This design comes from an exercise in tuning for small area on the open sky130 flow, not from production work.
In this exercise RTL edits were held to simulation tests only and were not proved equivalent to the original.
The clock input has no modelled driver; a real chip could not lean on it and would need a root buffer or a full tree.
Power is estimated from default activity; no workload was simulated.

Design i2c, start of the top module:
module i2c
    #(
        parameter ADDR_BYTES = 1,
        parameter DATA_BYTES = 2,
        parameter ST_WIDTH = 1 + ADDR_BYTES + DATA_BYTES,
        parameter REG_ADDR_WIDTH = 8 * ADDR_BYTES,
        parameter REG_DATA_WIDTH = 8 * DATA_BYTES
    )(
        input enable,
        input  clk,
        input  reset,
        input  [11:0] clk_div,
        input  open_drain,
        input  data_size,
        input [6:0] chip_addr,
        input [REG_ADDR_WIDTH - 1:0] reg_addr,
        input write_en,
        input write_mode,
        input read_en,
        output [ST_WIDTH - 1:0] status,
        input [6:0]  chip_id,
        output [REG_ADDR_WIDTH - 1:0] slave_reg_addr,
        output slave_write_en,
        input [8 * DATA_BYTES - 1:0] data_in1,
        input [8 * DATA_BYTES - 1:0] data_in0,
        output reg [8 * DATA_BYTES - 1:0] data_out1,
        output reg [8 * DATA_BYTES - 1:0] data_out0,
        output done,
        output busy,
        input  sda_in,
        output sda_out,
        output sda_oen,
        input  scl_in,
        output scl_out,
        output scl_oen
        );
    wire en = enable;
    wire od = open_drain;
    wire ds = data_size;
    localparam m_idle         = 4'd0,
               m_start_write  = 4'd1,
               m_start_read   = 4'd2,
               m_stop         = 4'd3,
               m_shift_out    = 4'd4,
               m_shift_in     = 4'd5,
  ...
Size: about 590 cells after synthesis, roughly 130 I/O pins.
==> flow/config.mk <==
export PLATFORM = sky130hd
export DESIGN_NAME = i2c
export DESIGN_NICKNAME = i2c
export VERILOG_FILES = /design/flow/design.v
export SDC_FILE = /design/flow/constraint.sdc
export NUM_CORES = 4
export LEC_CHECK = 0
export CAP_MARGIN = 5
export CORE_MARGIN = 2
export CORE_UTILIZATION = 45
export GPL_TIMING_DRIVEN = 0
export PLACE_DENSITY = 0.65
export SLEW_MARGIN = 5
==> flow/constraint.sdc <==
create_clock -name core_clock -period 10.0 [get_ports {clk}]
set_input_delay 2.0000 -clock core_clock [delete_from_list [all_inputs] [get_ports {clk}]]
set_output_delay 2.0000 -clock core_clock [all_outputs]
set_load 0.01 [all_outputs]
standard.sh (not shown) runs the stock make flow with config.mk's settings and CLKGATE_MAP_FILE= SYNTH_SCRIPT=/design/flow/synth_recipe.tcl, a recipe that flattens the netlist after the stock synthesis.
==> flow/flow/run.sh <==
#!/bin/bash
# Standard synthesis; then the combinational logic between the flip-flops is
# re-mapped for area with ABC (deep AIG synthesis, then a few mapping
# scripts), each result proven equal to the standard netlist, and the
# smallest is kept; then the standard layout steps with small port buffers
# and a small two-level clock tree (cts_hook.tcl).
set -euo pipefail
R=orfs/results/sky130hd/i2c/base
LIB=$FLOW_HOME/platforms/sky130hd/lib/sky130_fd_sc_hd__tt_025C_1v80.lib
NC=${NUM_CORES:-4}
export BUFFER_PORTS_ARGS="-buffer_cell sky130_fd_sc_hd__buf_1"
export MANUAL_TREE_TCL=$PWD/flow/manual_tree.tcl
export PRE_CTS_TCL=$PWD/flow/cts_hook.tcl

bash standard.sh synth > flow_synth.log 2>&1
cp $R/1_2_yosys.v $R/1_2_yosys_std.v
FLOPS=$(grep -o "sky130_fd_sc_hd__[a-z0-9]*df[a-z0-9_]*" $R/1_2_yosys_std.v | sort -u | tr '\n' ' ')
mkdir -p reopt

# one candidate: re-map netlist $2 with ABC script $3 into reopt/$1.v and
# prove it equal to the standard netlist; its area goes to reopt/$1.area
# only if the proof succeeds
try_script() {
  local n=$1 file=$2 s=$3
  sed -e "s#LIBFILE#$LIB#g" -e "s#IN_NETLIST#$file#" \
      -e "s#OUT_NETLIST#reopt/$n.v#" -e "s#STATFILE#reopt/$n.stat#" \
      -e "s#FLOPCELLS#$FLOPS#g" -e "s#ABCCMD#abc -script $s#" flow/reopt.ys > reopt/$n.ys
  yosys -s reopt/$n.ys > reopt/$n.log 2>&1 || return 0
  local a=$(grep 'Chip area' reopt/$n.stat | awk '{print $NF}')
  sed -e "s#LIBFILE#$LIB#g" -e "s#GOLD_NETLIST#$R/1_2_yosys_std.v#" \
      -e "s#GATE_NETLIST#reopt/$n.v#" flow/equiv.ys > reopt/$n.eq.ys
  if yosys -s reopt/$n.eq.ys > reopt/$n.eq.log 2>&1; then
    echo "$a $n" > reopt/$n.area
  else
    echo "$n $a not proven" >> reopt_summary.txt
  fi
}
throttle() { while [ $(jobs -rp | wc -l) -ge $NC ]; do sleep 0.5; done; }
best_of() { cat reopt/*.area 2>/dev/null | sort -n -k1,1 | head -${1:-1}; }

MAP='&get -n\n&dch -f\n&nf -R 1000 -a\n&put\n'
# stage 1: deep AIG synthesis from the standard netlist, several seeds
for sd in 1 2 3 4; do
  printf "strash\nifraig\nscorr\ndc2\ndc2\n&get -n\n&deepsyn -T 150 -S $sd\n&put\n$MAP" > reopt/deep1_$sd.script
  try_script d1s$sd $R/1_2_yosys_std.v $PWD/reopt/deep1_$sd.script &
  throttle
done
wait
src=$(best_of 1 | awk '{print $2}')
for sd in 5 6 7 8; do
  printf "strash\n&get -n\n&deepsyn -T 90 -S $sd\n&put\n$MAP" > reopt/deep2_$sd.script
  if [ -n "$src" ]; then try_script d2s$sd reopt/$src.v $PWD/reopt/deep2_$sd.script & else try_script d2s$sd $R/1_2_yosys_std.v $PWD/reopt/deep2_$sd.script & fi
  throttle
done
wait
# stage 3: the quick mapping scripts, from the three smallest so far
for pass in 1 2; do
  i=0
  best_of 3 > reopt/beam_$pass.txt
  while read -r a src; do
    i=$((i+1))
    for s in flow/abc_*.script; do
      try_script q${pass}b${i}_$(basename $s .script) reopt/$src.v $PWD/$s &
      throttle
    done
  done < reopt/beam_$pass.txt
  wait
done
cat reopt/*.area | sort -n -k1,1 >> reopt_summary.txt
best=$(best_of 1 | awk '{print $2}')
echo "chosen: ${best:-standard} $(best_of 1 | awk '{print $1}')" >> reopt_summary.txt
if [ -n "$best" ]; then
  cp reopt/$best.v $R/1_2_yosys.v
  rm -f $R/1_synth.odb $R/1_synth.sdc
fi
bash standard.sh finish > flow_finish.log 2>&1
Other scripts of this flow, unchanged in this note and not shown: flow/flow/abc_a1.script, flow/flow/abc_a2.script, flow/flow/abc_a3.script, flow/flow/abc_a4.script, flow/flow/abc_a5.script, flow/flow/abc_a6.script, flow/flow/cts_hook.tcl, flow/flow/equiv.ys, flow/flow/manual_tree.tcl, flow/flow/reopt.ys
==> next run, changes <==
--- a/flow/design.v
+++ b/flow/design.v
@@ -46,33 +46,35 @@
                m_send_ack     = 4'd6,
                m_send_nack    = 4'd7,
                m_rcv_ack      = 4'd8;
     localparam s_idle    = 4'd0,
                s_shift   = 4'd1,
                s_write   = 4'd2,
                s_send    = 4'd3,
                s_ack     = 4'd4,
                s_ack2    = 4'd5,
                s_chk_ack = 4'd6;
     reg [3:0]  state;
     reg [31:0] sr;
-    reg sda_s, scl_s, sda_ss, scl_ss;
+    reg sda_s, scl_s;
     reg sda_reg, oen_reg;
     reg done_r, busy_r;
     reg [5:0]  sr_count;
     reg [1:0]  scl_count;
     reg [11:0] clk_count;
     reg writing, reading, in_prog;
     reg [3:0]  status_r;
     reg wc, wp, rc, rp;
+    wire sda_ss = wc;
+    wire scl_ss = rc;
     wire a1 = writing;          
     wire a2 = reading;          
     wire rb = in_prog;          
     wire rw_bit = sr_count[0];
     wire nack = sr_count[1];
     reg [7:0] reg_addr_r;
     reg swe;
     assign status = status_r;
     assign slave_reg_addr = reg_addr_r;
     assign slave_write_en = swe;
     assign done = done_r;
     assign busy = busy_r;
@@ -88,45 +90,48 @@
     wire bit_oen = od ? sr[31] : 1'b0;
     wire tick = (clk_count == 12'd0);    
     wire [2:0] byte_count = sr_count[5:3];
     wire scl_rising  =  scl_s && ~scl_ss;
     wire scl_falling = ~scl_s &&  scl_ss;
     wire sda_rising  =  sda_s && ~sda_ss;
     wire sda_falling = ~sda_s &&  sda_ss;
     wire s_start = scl_ss && sda_falling;
     wire s_stop  = scl_ss && sda_rising;
     wire [7:0] word = {sr[6:0], sda_s};
     always @(posedge clk) begin
         if (~reset) begin
-            sda_s <= 1'b1; scl_s <= 1'b1; sda_ss <= 1'b1; scl_ss <= 1'b1;
+            sda_s <= 1'b1; scl_s <= 1'b1;
+            wc <= ~en; rc <= ~en;
         end else begin
-            sda_s <= sda_in; scl_s <= scl_in; sda_ss <= sda_s; scl_ss <= scl_s;
+            sda_s <= sda_in; scl_s <= scl_in;
+            wc <= en ? write_en : sda_s;
+            rc <= en ? read_en : scl_s;
         end
     end
     always @(posedge clk) begin
         if (~reset) begin
-            wc <= 1'b0; wp <= 1'b0; rc <= 1'b0; rp <= 1'b0;
+            wp <= 1'b0; rp <= 1'b0;
         end else begin
-            wc <= write_en; wp <= write_en & ~wc;
-            rc <= read_en;  rp <= read_en & ~rc;
+            wp <= write_en & ~wc;
+            rp <= read_en & ~rc;
         end
     end
     always @(posedge clk) begin
         if (~reset) begin
             state    <= 4'd0;
             sda_reg  <= 1'b1;
             oen_reg  <= 1'b1;
             done_r   <= 1'b0;
             busy_r   <= 1'b0;
-            sr[15:8] <= 8'h00;
+            sr <= 32'h0;
         end else if (en) begin
             if (state == m_idle) begin
                 done_r <= 1'b0;
                 if (~write_mode) begin
                     if (in_prog) begin
                         state   <= m_stop;
                         sda_reg <= 1'b0;
                         oen_reg <= 1'b0;
                     end else begin
                         sda_reg <= rel_sda;
                         oen_reg <= 1'b1;
                     end
Outcome: The changed run completed without violations. Power rose slightly. Global-route usage rose by 0.45 points. Wire length rose slightly. Sequential cell count fell by 2. Setup slack degrades by 0.48 ns.
No run of this note takes its clock network from TritonCTS; it comes from the design's own scripts or RTL.

re-timing with driven ports:
How much do the figures lean on ideal ports? The routed layouts below were timed once more, with nothing changed but the port constraints.
Step 1, drivers: a clkbuf_16 drives clk and a buf_2 each remaining input, both assumed.
Step 2 moves the port delays by t, midway between the first and last clock arrival at a register: inputs arrive t later, outputs are due t later. That takes back most of the time a late clock gives input paths.
a / b / c = ideal ports / drivers / drivers and shift; a / b = the first two.
| run | t (ns) | setup slack, ns | latest minus earliest clock arrival (ns) |
|---|---|---|---|
| the first run | 0.418 | 4.656 / 4.664 / 4.246 | 0.010 / 0.010 |
| the second run | 0.418 | 4.173 / 4.189 / 3.770 | 0.025 / 0.025 |
After both steps setup and hold are still met in every run listed. The setup slack of the first run, which loses most, moves by +0.008 ns with the drivers and by -0.410 ns with both steps.
